Background: an optimization exercise with open tools, aiming at small area, a short achievable clock period and few clock cycles. Do not read the settings as production practice. Function was checked by simulation only, so behaviour that the tests miss may differ from the original. No activity file was given, so power comes from the tool's default toggle rates.

==> v6 <==
// RISCV_multi_cycle
module RISCV_multi_cycle (rst, clk, dataIN, dataOUT, MemWrite, MemRead, DATA);
  input clk, rst;
  input [63:0] dataIN;
  output [63:0] dataOUT;
  output MemWrite, MemRead;
  output [63:0] DATA;
  localparam QN = 3;
  reg [63:0] fa;           
  reg [63:0] rpc;          
  reg [31:0] q [0:QN-1];   
  reg [1:0]  qn;           
  reg [31:0] ir;           
  reg        iv;           
  reg [63:0] A, B;         
  reg [63:0] ma;           
  reg [63:0] sdata;        
  reg        mld, mst;     
  reg [4:0]  mrd;          
  reg        mlw;          
  reg [63:0] lr;           
  reg [4:0]  lrd;
  reg        lrv;
  reg [63:0] rf [1:31];
  reg [31:1] vld;          
  wire mcyc = mld | mst;
  assign MemWrite = mst;
  assign MemRead  = ~mst;
  assign dataOUT  = mcyc ? ma : fa;
  assign DATA     = sdata;
  reg d_op, d_ld, d_st, d_br, d_jalr, d_inv, d_useb, d_axpc;
  reg d_sum, d_slt, d_sh, d_srl, d_or, d_and, d_link, d_blink, d_writes, d_uses2;
  reg [13:0] d_imm;
  wire [2:0] f3  = ir[14:12];
  wire [4:0] rd  = ir[11:7];
  wire [4:0] rs1 = ir[19:15];
  wire [4:0] rs2 = ir[24:20];
  reg jr2;
  wire [63:0] imm = {{50{d_imm[13]}}, d_imm};
  wire [63:0] ax = d_axpc ? rpc : jr2 ? {A[62:0], 1'b0} : A;
  wire [63:0] ay = ((d_useb | jr2) ? B : imm) ^ {64{d_inv}};
  wire [64:0] sum65 = {ax, 1'b1} + {ay, d_inv};    
  wire [63:0] sum = sum65[64:1];
  reg  [63:0] a_rev, sh_rev;
  wire [63:0] sh_l;
  wire sh_big = |B[63:6];
  integer k;
  always @* for (k = 0; k < 64; k = k + 1) a_rev[k] = A[63-k];
  assign sh_l = (d_srl ? a_rev : A) << B[5:0];
  always @* for (k = 0; k < 64; k = k + 1) sh_rev[k] = sh_l[63-k];
  wire [63:0] sh = sh_big ? 64'd0 : (d_srl ? sh_rev : sh_l);
  wire [63:0] link = d_blink ? B : rpc;
  wire [63:0] xres = ({64{d_sum}}  & sum) |
                     ({64{d_slt}}  & {63'd0, sum[63]}) |
                     ({64{d_sh}}   & sh) |
                     ({64{d_or}}   & (A | B)) |
  ...
Settings: LEC_CHECK=0, CAP_MARGIN=40, CORE_MARGIN=2, CORE_UTILIZATION=35, CTS_BUF_LIST=sky130_fd_sc_hd__clkbuf_8 sky130_fd_sc_hd__clkbuf_4, CTS_CLUSTER_SIZE=24, SETUP_SLACK_MARGIN=5, SLEW_MARGIN=20, TNS_END_PERCENT=10; clock period 10.0 ns.
run.sh (not shown) runs the stock make flow with config.mk's settings and CLKGATE_MAP_FILE= SYNTH_SCRIPT=/design/flow/synth_recipe.tcl, a recipe that flattens the netlist after the stock synthesis.
==> inputs of v35, as changes to v6 <==
--- a/flow/design.v
+++ b/flow/design.v
@@ -8,12 +8,13 @@
   reg [63:0] fa;           
   reg [63:0] rpc;          
   reg [31:0] q [0:QN-1];   
   reg [1:0]  qn;           
   reg [31:0] ir;           
   reg        iv;           
+  reg [63:0] xpc;          
   reg [63:0] A, B;         
   reg [63:0] ma;           
   reg [63:0] sdata;        
   reg        mld, mst;     
   reg [4:0]  mrd;          
   reg        mlw;          
@@ -25,33 +26,33 @@
   wire mcyc = mld | mst;
   assign MemWrite = mst;
   assign MemRead  = ~mst;
   assign dataOUT  = mcyc ? ma : fa;
   assign DATA     = sdata;
   reg d_op, d_ld, d_st, d_br, d_jalr, d_inv, d_useb, d_axpc;
-  reg d_sum, d_slt, d_sh, d_srl, d_or, d_and, d_link, d_blink, d_writes, d_uses2;
-  reg [13:0] d_imm;
+  reg d_sum, d_slt, d_sh, d_srl, d_or, d_and, d_link, d_writes, d_uses2;
+  reg [12:0] d_imm;
   wire [2:0] f3  = ir[14:12];
   wire [4:0] rd  = ir[11:7];
   wire [4:0] rs1 = ir[19:15];
   wire [4:0] rs2 = ir[24:20];
   reg jr2;
-  wire [63:0] imm = {{50{d_imm[13]}}, d_imm};
-  wire [63:0] ax = d_axpc ? rpc : jr2 ? {A[62:0], 1'b0} : A;
+  wire [63:0] imm = {{51{d_imm[12]}}, d_imm};
+  wire [63:0] ax = d_axpc ? xpc : jr2 ? {A[62:0], 1'b0} : A;
   wire [63:0] ay = ((d_useb | jr2) ? B : imm) ^ {64{d_inv}};
   wire [64:0] sum65 = {ax, 1'b1} + {ay, d_inv};    
   wire [63:0] sum = sum65[64:1];
   reg  [63:0] a_rev, sh_rev;
   wire [63:0] sh_l;
   wire sh_big = |B[63:6];
   integer k;
   always @* for (k = 0; k < 64; k = k + 1) a_rev[k] = A[63-k];
   assign sh_l = (d_srl ? a_rev : A) << B[5:0];
   always @* for (k = 0; k < 64; k = k + 1) sh_rev[k] = sh_l[63-k];
   wire [63:0] sh = sh_big ? 64'd0 : (d_srl ? sh_rev : sh_l);
-  wire [63:0] link = d_blink ? B : rpc;
+  wire [63:0] link = xpc + 64'd4;
   wire [63:0] xres = ({64{d_sum}}  & sum) |
                      ({64{d_slt}}  & {63'd0, sum[63]}) |
                      ({64{d_sh}}   & sh) |
                      ({64{d_or}}   & (A | B)) |
                      ({64{d_and}}  & (A & B)) |
                      ({64{d_link}} & link);
@@ -59,13 +60,14 @@
   wire uses2  = d_uses2;
   wire is_ld  = d_ld;
   wire is_st  = d_st;
   wire is_jalr = d_jalr;
   wire is_br  = d_br;
   reg  dep;
-  wire xgo    = iv & ~dep;
+  reg  wconf;
+  wire xgo    = iv & ~dep & ~wconf;
   wire jr1    = xgo & is_jalr & ~jr2;
   wire xw     = xgo & writes & ~jr1 & (rd != 5'd0);
   wire redir  = xgo & (jr2 | (is_br & (A == B)));
   always @(posedge clk) begin
     if (rst) jr2 <= 1'b0;
     else jr2 <= jr1;
@@ -113,35 +115,28 @@
   wire radv   = radv_q | radv_i;
   wire [31:0] rin = (qn != 2'd0) ? q[0] : lo;
   wire [4:0]  in_rs1 = rin[19:15];
   wire [4:0]  in_rs2 = rin[24:20];
   wire in_jal  = rin[3];                            
   wire in_jalr = rin[2] & ~rin[3];                  
-  function [21:0] jlo(input [31:0] w, input [20:0] p);
-    reg [21:0] sj, si, sb;
-    begin
-      sj = {1'b0, p} + {1'b0, w[31], w[19:12], w[20], w[30:21], 1'b0};
-      si = {1'b0, p} + {1'b0, {8{w[31]}}, w[31:20], 1'b0};
-      sb = {1'b0, p} + {1'b0, {8{w[31]}}, w[7], w[30:25], w[11:8], 1'b0};
-      jlo = w[3] ? sj : w[2] ? si : sb;
-    end
-  endfunction
-  wire [21:0] rlo_q = jlo(q[0], rpc[20:0]);
-  wire [21:0] rlo_i = jlo(lo, rpc[20:0]);
-  wire [21:0] rlo   = (qn != 2'd0) ? rlo_q : rlo_i;
+  wire [20:0] roffJ = {rin[31], rin[19:12], rin[20], rin[30:21], 1'b0};
+  wire [20:0] roffI = {{8{rin[31]}}, rin[31:20], 1'b0};
+  wire [20:0] roffB = {{8{rin[31]}}, rin[7], rin[30:25], rin[11:8], 1'b0};
+  wire [21:0] rloJ = {1'b0, rpc[20:0]} + {1'b0, roffJ};
+  wire [21:0] rloI = {1'b0, rpc[20:0]} + {1'b0, roffI};
+  wire [21:0] rloB = {1'b0, rpc[20:0]} + {1'b0, roffB};
+  wire [21:0] rlo  = rin[3] ? rloJ : rin[2] ? rloI : rloB;
   wire        rneg = rin[31];
   wire [42:0] rhip = rpc[63:21] + 43'd1;
   wire [42:0] rhim = rpc[63:21] - 43'd1;
   wire [42:0] rhi  = (rlo[21] & ~rneg) ? rhip :
                      (~rlo[21] & rneg) ? rhim : rpc[63:21];
   wire [63:0] rtgt = {rhi, rlo[20:0]};
-  wire [63:0] rpc4 = rpc + 64'd4;
   wire r_jx0   = n_jalr & (rf3 == 3'b000) & (in_rs1 == 5'd0);
   wire r_bsame = n_br & (rf3 == 3'b000) & (in_rs1 == in_rs2);
-  wire rjkind = n_jal | r_jx0 | r_bsame;
-  wire rjump = radv & rjkind & ~redir;
+  wire rjump = radv & (n_jal | r_jx0 | r_bsame) & ~redir;
   wire [6:0] rop = rin[6:0];
   wire [2:0] rf3 = rin[14:12];
   wire [3:0] rfs = {rin[30], rf3};
   wire n_op   = (rop == 7'b0110011);
   wire n_opi  = (rop == 7'b0010011);
   wire n_ld   = (rop == 7'b0000011);
@@ -159,19 +154,17 @@
   wire ni_add = n_opi & (rf3 == 3'b000);
   wire ni_slt = n_opi & (rf3 == 3'b010);
   wire [12:0] n_immI = {rin[31], rin[31:20]};
   wire [12:0] n_immS = {rin[31], rin[31:25], rin[11:7]};
   wire [12:0] n_offB = {rin[31], rin[7], rin[30:25], rin[11:8], 1'b0};
   wire [12:0] n_offI = {rin[31:20], 1'b0};
-  wire [13:0] n_offB4 = (rf3 == 3'b000) ? ({n_offB[12], n_offB} - 14'd4) : -14'sd4;
-  wire [13:0] n_offI4 = (rf3 == 3'b000) ? ({n_offI[12], n_offI} - 14'd4) : -14'sd4;
-  wire [13:0] n_imm =
-      n_br   ? n_offB4 :
-      n_jalr ? n_offI4 :
-      {n_immI[12], (n_st ? (((rf3 == 3'b111) | (rf3 == 3'b010)) ? n_immS : 13'd0) :
-                    n_ld ? (((rf3 == 3'b011) | (rf3 == 3'b010)) ? n_immI : 13'd0) : n_immI)};
+  wire [12:0] n_imm =
+      n_br   ? ((rf3 == 3'b000) ? n_offB : 13'd0) :
+      n_jalr ? ((rf3 == 3'b000) ? n_offI : 13'd0) :
+      n_st   ? (((rf3 == 3'b111) | (rf3 == 3'b010)) ? n_immS : 13'd0) :
+      n_ld   ? (((rf3 == 3'b011) | (rf3 == 3'b010)) ? n_immI : 13'd0) : n_immI;
   always @(posedge clk) begin
     if (radv) begin
       d_op   <= n_op;
       d_ld   <= n_ld;
       d_st   <= n_st;
       d_br   <= n_br & ~r_bsame;
@@ -183,13 +176,12 @@
       d_slt  <= nr_slt | ni_slt;
       d_sh   <= nr_sll | nr_srl;
       d_srl  <= nr_srl;
       d_or   <= nr_or;
       d_and  <= nr_and;
       d_link <= n_jal | n_jalr;
-      d_blink <= rjkind;
       d_writes <= n_op | n_opi | n_jal | n_jalr;
       d_uses2  <= n_op | n_st | n_br;
       d_imm  <= n_imm;
     end else if (jr1) begin
       d_axpc <= 1'b0;
     end
@@ -248,25 +240,28 @@
         if (rjump) begin
           fa  <= rtgt;
           rpc <= rtgt;
           qn  <= 2'd0;
         end else begin
           if (fetch) fa <= fa + 64'd8;
-          if (radv) rpc <= rpc4;
+          if (radv) rpc <= rpc + 64'd4;
           qn <= qnn;
         end
         if (xfree) iv <= radv;
       end
     end
   end
   always @(posedge clk) begin
     if (rst) begin
       mld <= 1'b0;
       mst <= 1'b0;
       dep <= 1'b0;
+      wconf <= 1'b0;
     end else begin
+      wconf <= xgo & is_ld & (rd != 5'd0) & (n_op | n_opi | n_jal | n_jalr) &
+               lw_now & lrv & (lrd != mrd) & (lrd != rd);
       dep <= xgo & is_ld & (rd != 5'd0) &
              ((rd == in_rs1) | ((n_op | n_st | n_br) & (rd == in_rs2)));
       mld <= xgo & is_ld;
       mst <= xgo & is_st;
     end
   end
@@ -278,14 +273,15 @@
       mlw <= (f3 != 3'b011);
     end
   end
   always @(posedge clk) begin
     if (radv) begin
       ir  <= rin;
+      xpc <= rpc;
       A   <= byp1;
-      B   <= rjkind ? rpc4 : byp2;
+      B   <= byp2;
     end else if (jr1) begin
       B   <= sum;
     end else if (lw_now) begin
       if (mrd == rs1) A <= ldval;
       if (mrd == rs2 && uses2) B <= ldval;
     end
Settings changed: CORE_UTILIZATION 35 to 45, TNS_END_PERCENT 10 to unset.
==> summary of the runs <==
Of v6 and v35, v6 has the higher critical path depth (gap 1).
In sequential power, v35 and v6 hardly differ.
Worst hold slack: v35 is lower than v6 (14 ps).
Between v6 and v35, the lower sequential share of layout area is in v6 (gap 1.2 points).
Testbench counts of v6, summed over its fixed seeds: cycles 58,786.
Testbench counts of v35, summed over its fixed seeds: cycles 58,786.

[separate check: timing with driven ports]
The flow's constraints put no driver on any port. The routed layouts listed below were extracted and timed again, unchanged, in two steps. Step 1 assumes that a clkbuf_16 drives the clock port and a buf_2 every other input. Step 2 moves the port delays by t, midway between the first and last clock arrival at a register: inputs arrive t later, outputs are due t later. That takes back most of the time a late clock gives input paths. Three values: no drivers, after step 1, after step 2; two values: the first two.
| run | shift t [ns] | slack for setup (ns) | slew at the worst register clock pin (ns) |
|---|---|---|---|
| v6 | 1.276 | 4.665 / 4.665 / 3.535 | 0.08 / 0.08 |
| v35 | 1.263 | 4.813 / 4.779 / 3.516 | 0.08 / 0.08 |
After both steps every run listed still meets setup and hold. The setup slack of v35, which loses most, moves by -0.034 ns with the drivers and by -1.297 ns with both steps.
